Source: an optimization exercise on an open RTL-to-GDS flow (aim: small area). Production flows keep margins and buffers that such runs may drop.
Only simulation tests tie the RTL to the original design; equivalence was not proved.
Power and IR drop assume default switching activity.

==> wip/zinc <==
Design FSM, start of the top module:
module FSM(
    input clock, set, reset,
    input [7:0] switch_number,
    output reg [6:0] cathode,
    output reg [7:0] anode
    );
==> module BinarytoBCD, before the edit <==
module BinarytoBCD(
    input [7:0] binaryinput,
    output [3:0] minutes,
    output [3:0] seconds_tens,
    output [3:0] seconds_ones
    );
    wire [5:0] seconds;
    assign seconds = binaryinput % 60;
    assign minutes = binaryinput / 60;
    assign seconds_tens = seconds / 10;
    assign seconds_ones = seconds % 10;
endmodule
==> module clk_divider, before the edit <==
module clk_divider(
	input clk_in,
	input rst,
	output reg divided_clk,
	output tick
    );
parameter toggle_value = 4999;
reg[32:0] cnt;
assign tick = (cnt==toggle_value) && !divided_clk;
always@(posedge clk_in or posedge rst)
begin
	if (rst==1) begin
		cnt <= 0;
		divided_clk <= 0;
	end
	else begin
		if (cnt==toggle_value) begin
			cnt <= 0;
			divided_clk <= ~divided_clk;
		end
		else begin
			cnt <= cnt +1;
			divided_clk <= divided_clk;		
		end
	end
end
endmodule
==> module clk_divider2, before the edit <==
module clk_divider2(
	input clk_in,
	input rst,
	output reg divided_clk,
	output tick
    );
parameter toggle_value = 49;
reg[32:0] cnt;
assign tick = (cnt==toggle_value) && !divided_clk;
always@(posedge clk_in or posedge rst)
begin
	if (rst==1) begin
		cnt <= 0;
		divided_clk <= 0;
	end
	else begin
		if (cnt==toggle_value) begin
			cnt <= 0;
			divided_clk <= ~divided_clk;
		end
		else begin
			cnt <= cnt +1;
			divided_clk <= divided_clk;		
		end
	end
end
endmodule
==> module debouncer, before the edit <==
module debouncer(
    input clk, rst, button,
    output reg clean,
    output rise
);
    reg [16:0] counter;
    parameter max = 100;
    assign rise = (button != clean) && (counter == max) && button;
    always@(posedge clk or posedge rst)
    begin
        if (rst) begin
            counter <= 0;
            clean <= 1'b0;
        end
        else if (button == clean)begin
            counter <= 0;
        end
        else if (counter == max)begin
            clean <= button;
        end
        else begin
            counter <= counter + 1;
        end
    end
endmodule
==> module CountdownTimer, before the edit <==
module CountdownTimer(
    input clock,
    input tick,
    input [7:0] switches,
    input set_rise, reset,
    output [6:0] seven_segment_second_ones, seven_segment_second_tens,
seven_segment_minutes
    );
    wire [3:0] minutes;
    wire [3:0] seconds_tens;
    wire [3:0] seconds_ones;
    reg [7:0] switches2;
    reg [1:0] state;
    BinarytoBCD B1(switches2, minutes, seconds_tens, seconds_ones);
    seven_segment_display S1(minutes, seven_segment_minutes);
    seven_segment_display S2(seconds_tens, seven_segment_second_tens);
    seven_segment_display S3(seconds_ones, seven_segment_second_ones);
    always @(posedge clock or posedge reset)
    begin
        if (reset)
        begin
            state <= 0;
        end
        else if(set_rise)
        begin
            if (state == 0 || state == 2)
                state <= 1;
            else if (state == 1)
                state <= 2;
        end
    end
    always @(posedge clock or posedge reset)
    begin
        if (reset)
            switches2 <= 0;
        else if (tick)
        begin
            if (state == 0)
                switches2 <= 0;
            else if (state == 2)
                if (switches2 == 0)
                   switches2 <= 0; 
             else switches2 <= switches2 - 1;
            else if (state == 1)
                switches2 <= switches;
            else if (state == 3)
                switches2 <= 0;
        end
     end
endmodule
==> module FSM, before the edit <==
module FSM(
    input clock, set, reset,
    input [7:0] switch_number,
    output reg [6:0] cathode,
    output reg [7:0] anode
    );
    reg [1:0] state;
    wire [6:0] minutes, seconds_tens, seconds_ones;
    wire newclock, newclock2;
    wire tick, tick2;
    wire clean2, set_rise;
    clk_divider D1(clock, reset, newclock, tick);
    clk_divider2 D2(clock, reset, newclock2, tick2);
    debouncer d2(clock, reset, set, clean2, set_rise);
    CountdownTimer C1(clock, tick, switch_number, set_rise, reset, seconds_ones, seconds_tens, minutes);
    always @(posedge clock or posedge reset) begin
        if (reset) begin
            state <= 0;
            cathode <= 7'b1111111;
            anode <= 8'b11111111;
        end
        else if (tick2) begin
            if (state == 2'b00)begin
                cathode <= seconds_ones;
                anode <= 8'b11111110;
                state <= state + 1;
            end
            else if (state == 2'b01)begin
                cathode <= seconds_tens;
                anode <= 8'b11111101;
                state <= state + 1;
            end
            else if (state == 2'b10)begin
                cathode <= minutes;
                anode <= 8'b11111011;
                state <= 0;
            end
        end
    end
endmodule
Settings: LEC_CHECK=0, CAP_MARGIN=20, CORE_MARGIN=2, CORE_UTILIZATION=40, SLEW_MARGIN=20; clock period 10.0 ns.
run.sh (not shown) runs the stock make flow with config.mk's settings and CLKGATE_MAP_FILE= SYNTH_SCRIPT=/design/flow/synth_recipe.tcl, a recipe that flattens the netlist after the stock synthesis.
==> inputs of wip/willow, as changes to wip/zinc <==
==> flow/design.v (replaced) <==
module BinarytoBCD(input [7:0] binaryinput, input [1:0] sel, output [3:0] digit);
  wire [1:0] a = binaryinput[7:6];
  wire [6:0] s = binaryinput[5:0] + {a, 2'b00};    
  wire ge = (s >= 60);
  wire [5:0] sec = ge ? s - 60 : s;
  wire [2:0] m = a + ge;
  wire [4:0] u = sec[5:1];                           
  wire [2:0] tens = u / 5;
  wire [2:0] r = u % 5;
  wire [3:0] ones = {r, sec[0]};
  assign digit = sel[1] ? {1'b0, m} : sel[0] ? {1'b0, tens} : ones;
endmodule
`timescale 1ns / 1ps
module seven_segment_display(
    input[3:0] bcd_input,
    output reg [6:0] cathode
    );
    always @(*) begin
        case(bcd_input)
            0:cathode=7'b0000001;
            1:cathode=7'b1001111;
            2:cathode=7'b0010010;
            3:cathode=7'b0000110;
            4:cathode=7'b1001100;
            5:cathode=7'b0100100;
            6:cathode=7'b0100000;
            7:cathode=7'b0001111;
            8:cathode=7'b0000000;
            9: cathode=7'b0000100;
            default: cathode = 7'b1111111;
        endcase
    end
endmodule
`timescale 1ns / 1ps
module clk_divider(
    input clk_in,
    input rst,
    output tick2,
    output tick
    );
    reg [3:0] a;
    reg [4:0] b;
    reg [4:0] c;
    wire b_last = ~b[1] & ~b[2] & ~b[3];             
    wire b_fb = ~((b[0] & b[1]) ^ b[2] ^ b[4]);
    wire [5:0] c_inc = {1'b0, c} + b_last;           
    assign tick2 = b_last & ~a[1] & a[0];
    assign tick = c_inc[5] & ~a[3] & a[2] & a[1] & a[0];
    always @(posedge clk_in or posedge rst) begin
        if (rst) begin
            a <= 4'd0;
            b <= 5'b00010;
            c <= 5'd7;
        end else begin
            a <= a + 4'd1;
            b <= {b[3:0], b_fb};
            c <= c_inc[4:0] | {3'b000, {2{c_inc[5]}}} | {4'b0000, c_inc[5]} | {2'b00, c_inc[5], 2'b00};
        end
    end
endmodule
`timescale 1ns / 1ps
module debouncer(
    input clk, rst, button,
    output rise
);
    reg [6:0] counter;
    reg clean;
    wire diff = button ^ clean;
    wire full = counter[6] & counter[5] & counter[2];   
    wire [6:0] inc = counter + {6'd0, ~full};
    assign rise = diff & full & button;
    always @(posedge clk or posedge rst) begin
        if (rst) begin
            counter <= 0;
            clean <= 1'b0;
        end else begin
            counter <= diff ? inc : 7'd0;
            clean <= clean ^ (diff & full);
        end
    end
endmodule
`timescale 1ns / 1ps
module CountdownTimer(
    input clock, reset, tick,
    input [7:0] switches,
    input set_rise,
    output reg [7:0] value
    );
    reg load;
    wire dec = tick & ~load & (value != 8'd0);
    always @(posedge clock or posedge reset) begin
        if (reset)
            load <= 1'b0;
        else
            load <= load ^ set_rise;
    end
    always @(posedge clock or posedge reset) begin
        if (reset)
            value <= 0;
        else if (tick & load)
            value <= switches;
        else
            value <= value - {7'd0, dec};
    end
endmodule
`timescale 1ns / 1ps
module FSM(
    input clock, set, reset,
    input [7:0] switch_number,
    output [6:0] cathode,
    output [7:0] anode
    );
    wire tick, tick2, set_rise;
    wire [7:0] value;
    reg  [2:0] an;      
    reg  [3:0] digit;   
    clk_divider D1(clock, reset, tick2, tick);
    debouncer d2(clock, reset, set, set_rise);
    CountdownTimer C1(clock, reset, tick, switch_number, set_rise, value);
    wire [1:0] sel = (an[1] & an[0]) ? 2'd0 : (!an[0]) ? 2'd1 : 2'd2;
    wire [3:0] next_digit;
    BinarytoBCD B1(value, sel, next_digit);
    always @(posedge clock or posedge reset) begin
        if (reset) begin
            an <= 3'b111;
            digit <= 4'hf;
        end else if (tick2) begin
            an <= {an[1], an[0], ~(an[1] & an[0])};
            digit <= next_digit;
        end
    end
    seven_segment_display S1(digit, cathode);
    assign anode = {5'b11111, an};
endmodule
==> notes <==
wip/willow ran to the end with no violations. wip/zinc produced a clean layout.
The design area of wip/zinc is 2.5 times that of wip/willow.
Against wip/zinc, the non-clock buffer count of wip/willow is lower by 2.
Against wip/willow, the setup slack of wip/zinc is lower by 1500 ps.
In wip/willow the die area is smaller than in wip/zinc, by about 60%.
Maximum frequency: wip/willow is larger than wip/zinc (about 30%).
Of wip/zinc and wip/willow, wip/willow has the higher utilization (gap 2.0 points).
Against wip/zinc, the worst hold slack of wip/willow is lower by 70 ps.
Wire length: wip/willow is smaller than wip/zinc (67%).
Clock skew: wip/zinc is higher than wip/willow (2.8 ps).
Of wip/zinc and wip/willow, wip/willow has the higher register-to-register slack (gap 1500 ps).
==> figures <==
	wip/zinc	wip/willow
Sw frac	21.0%	30.2%
Clock slew at reported path FFs	70 ps	80 ps
Final Util	44.7%	46.7%
Fill cell total of the finished layout	1599	646
Power attributed to combinational cells	20.8 uW	118 uW
Sequential fraction of design power	53.8%	40.9%
Adder and majority cell fraction of the synthesized area	5.14%	10.4%
Starting utilization of the core area	40.9%	41.1%
Multiplexer fraction of the synthesized cell area	1.87%	1.59%
WHS Endpoint	D1.divided_clk$_DFFE_PP0N_	D1.b[4]$_DFF_PP0_
Critical-path maximum fanout	20	8
Period utilisation layout	64.1%	49.5%
Met2 Usage GRT	27.1%	23.0%
Status	complete, no violations	complete, no violations
Proportion of cell area occupied by multi-input gates	51.4%	51.9%
Fraction of met1 tracks used by global routing	23.2%	19.6%
Fraction of post-synthesis cell area in the top cell type by area	36.0%	26.0%
Post-synthesis sequential area ratio	39.8%	37.1%
Post-synthesis cell type count	86	63
Sum of internal, switching and leakage power	816 uW	414 uW
Clock sink count	108	38
Number of placed instances, taps included	953	369

[port drivers added, routing unchanged]
How much do the figures lean on ideal ports? The routed layouts below were timed once more, with nothing changed but the port constraints. Step 1 assumes that a clkbuf_16 drives the clock port and a buf_2 every other input. Step 2 adds t to the input delays and takes it off the output delays; t is the mean of the earliest and latest rising clock arrival at the registers after step 1. Input paths then give back, and output paths get back, about the clock's delay inside the block. Three values: no drivers, after step 1, after step 2; two values: the first two.
run	t, ns	slack for setup (ns)	hold slack, ns	worst setup path at the end
wip/zinc	0.389	3.593 / 3.593 / 3.593	0.459 / 0.459 / 0.459	register to register
wip/willow	0.314	5.052 / 5.052 / 5.052	0.389 / 0.389 / 0.389	register to register
After both steps setup and hold are still met in every run listed.
